Source: an optimization exercise on an open RTL-to-GDS flow (aim: small area and few clock cycles). Production flows keep margins and buffers that such runs may drop. Function was checked by simulation only, so behaviour that the tests miss may differ from the original.

// DatapathSingleCycle
module DatapathSingleCycle (
    input wire clk,
    input wire rst,
    output logic halt,
    output logic [31:0] pc_to_imem,
    input wire [31:0] insn_from_imem,
    output logic [31:0] addr_to_dmem,
    input logic [31:0] load_data_from_dmem,
    output logic [31:0] store_data_to_dmem,
    output logic [3:0] store_we_to_dmem
);
  wire [31:0] insn = insn_from_imem;
  wire [4:0] opc = insn[6:2];
  wire [2:0] f3 = insn[14:12];
  wire [4:0] insn_rd = insn[11:7];
  wire [4:0] insn_rs1 = insn[19:15];
  wire [4:0] insn_rs2 = insn[24:20];
  wire is_load = opc == 5'b00000;
  wire is_store = opc == 5'b01000;
  wire is_branch = opc == 5'b11000;
  wire is_jalr = opc == 5'b11001;
  wire is_jal = opc == 5'b11011;
  wire is_opimm = opc == 5'b00100;
  wire is_op = opc == 5'b01100;
  wire is_system = opc == 5'b11100;
  wire is_auipc = opc == 5'b00101;
  wire is_lui = opc == 5'b01101;
  wire is_m = is_op & insn[25];
  wire [31:0] imm_i = {{20{insn[31]}}, insn[31:20]};
  wire [31:0] imm_s = {{20{insn[31]}}, insn[31:25], insn[11:7]};
  wire [31:0] imm_b = {{19{insn[31]}}, insn[31], insn[7], insn[30:25], insn[11:8], 1'b0};
  wire [31:0] imm_j = {{11{insn[31]}}, insn[31], insn[19:12], insn[20], insn[30:21], 1'b0};
  wire [31:0] imm_u = {insn[31:12], 12'd0};
  logic [31:0] rs1_data, rs2_data, rd_data;
  logic we;
  logic [4:0] wr_rd;
  RegFile rf (
      .clk(clk), .rst(rst), .we(we), .rd(wr_rd), .rd_data(rd_data),
      .rs1(insn_rs1), .rs2(insn_rs2), .rs1_data(rs1_data), .rs2_data(rs2_data));
  logic [31:2] pc;
  assign pc_to_imem = {pc, 2'b00};
  wire [31:2] pc_plus4;
  rinc #(30) pcinc (.a(pc), .cin(1'b1), .sum(pc_plus4));
  wire use_rs2 = is_op | is_branch;
  wire [31:0] opb = use_rs2 ? rs2_data : (is_store ? imm_s : imm_i);
  wire do_sub = is_branch | ((is_op | is_opimm) & (f3 == 3'b010 || f3 == 3'b011))
              | (is_op & f3 == 3'b000 & insn[30]);
  wire [31:0] sum;
  wire carry;
  rca #(32) alu_add (.a(rs1_data), .b(opb ^ {32{do_sub}}), .cin(do_sub), .sum(sum), .cout(carry));
  wire lt_u = ~carry;
  wire lt_s = (rs1_data[31] ^ opb[31]) ? rs1_data[31] : sum[31];
  wire eq = sum == 32'd0;
  wire cond = f3[2] ? (f3[1] ? lt_u : lt_s) : eq;
  wire taken = is_branch & (cond ^ f3[0]);
  wire [31:0] pc_imm = is_branch ? imm_b : (is_jal ? imm_j : imm_u);
  wire [31:2] pc_sum;
  wire pc_co;
  ...
Size in the first run: ~1200 flip-flops.
==> flow/config.mk <==
export PLATFORM = sky130hd
export DESIGN_NAME = DatapathSingleCycle
export DESIGN_NICKNAME = DatapathSingleCycle
export VERILOG_FILES = /design/flow/design.v
export SDC_FILE = /design/flow/constraint.sdc
export NUM_CORES = 4
export LEC_CHECK = 0
export ABC_AREA = 1
export CAP_MARGIN = 10
export CORE_MARGIN = 2
export CORE_UTILIZATION = 50
export CTS_CLUSTER_DIAMETER = 80
export CTS_CLUSTER_SIZE = 24
export PLACE_DENSITY = 0.6
export SLEW_MARGIN = 10
==> flow/constraint.sdc <==
create_clock -name core_clock -period 200.0 [get_ports {clk}]
set_input_delay 40.0000 -clock core_clock [delete_from_list [all_inputs] [get_ports {clk}]]
set_output_delay 40.0000 -clock core_clock [all_outputs]
set_load 0.01 [all_outputs]
standard.sh (not shown) runs the stock make flow with config.mk's settings and CLKGATE_MAP_FILE= SYNTH_SCRIPT=/design/flow/synth_recipe.tcl, a recipe that flattens the netlist after the stock synthesis.
==> flow/flow/run.sh <==
#!/bin/bash
# Layout flow: the standard flow (standard.sh), with synthesis run through
# flow/synth_area.tcl instead of synth_recipe.tcl. That script is
# synth_recipe.tcl with ripple-carry adders (flow/alu_ripple.v), the register
# file's read-port gate groups kept whole through mapping, and an
# area-oriented ABC script (flow/abc_area_map.script). Registers are mapped
# before any of this and stay as the standard synthesis makes them.
# Logs: synth.log (synthesis), layout.log (the rest of the flow).
set -euo pipefail
here=$(pwd)
sed "s#SYNTH_SCRIPT=[^ ]*#SYNTH_SCRIPT=$here/flow/synth_area.tcl#" standard.sh > standard_area.sh
grep -q "SYNTH_SCRIPT=$here/flow/synth_area.tcl" standard_area.sh
bash standard_area.sh synth > synth.log 2>&1
bash standard.sh > layout.log 2>&1
Other scripts of this flow, unchanged in this note and not shown: flow/flow/abc_area_map.script, flow/flow/alu_ripple.v, flow/flow/synth_area.tcl
The first run finished with timing, DRC and antenna clean.
Testbench counts at the start, summed over its fixed seeds: cycles 45,563.
==> next run, changes <==
==> flow/config.mk (replaced) <==
export PLATFORM = sky130hd
export DESIGN_NAME = DatapathSingleCycle
export DESIGN_NICKNAME = DatapathSingleCycle
export VERILOG_FILES = /design/flow/design.v
export SDC_FILE = /design/flow/constraint.sdc
export NUM_CORES = 4
export LEC_CHECK = 0
export ABC_AREA = 1
export CAP_MARGIN = 20
export CORE_MARGIN = 2
export CORE_UTILIZATION = 55
export CTS_CLUSTER_DIAMETER = 70
export CTS_CLUSTER_SIZE = 20
export PLACE_DENSITY = 0.65
export SLEW_MARGIN = 20
The new run ran to the end with no violations.
Clock-buffer cell count climbs by 9.
Worst hold slack got worse by 3.9 ps.
Wire length is about the same.
Design area climbs by 0.39%.
Via count climbs by 2.5%.
Die area drops by 9.0%.

==> static timing again, ports no longer ideal <==
The flow's constraints put no driver on any port. The routed layouts listed below were extracted and timed again, unchanged, in two steps.
Step 1 assumes that a clkbuf_16 drives the clock port and a buf_2 every other input.
Step 2, shift: input delay + t, output delay - t, t = (earliest + latest rising clock arrival at the registers) / 2. This alone moves slack from input paths to output paths.
Slacks: no drivers / after step 1 / after step 2; pairs: no drivers / after step 1.
run | t (ns) | setup slack, ns | worst setup path at the end | latest minus earliest clock arrival (ns)
the first run | 0.797 | 68.310 / 68.310 / 68.310 | register to register | 0.041 / 0.041
the second run | 0.827 | 68.289 / 68.289 / 68.289 | register to register | 0.092 / 0.091
After both steps every run listed still meets setup and hold.
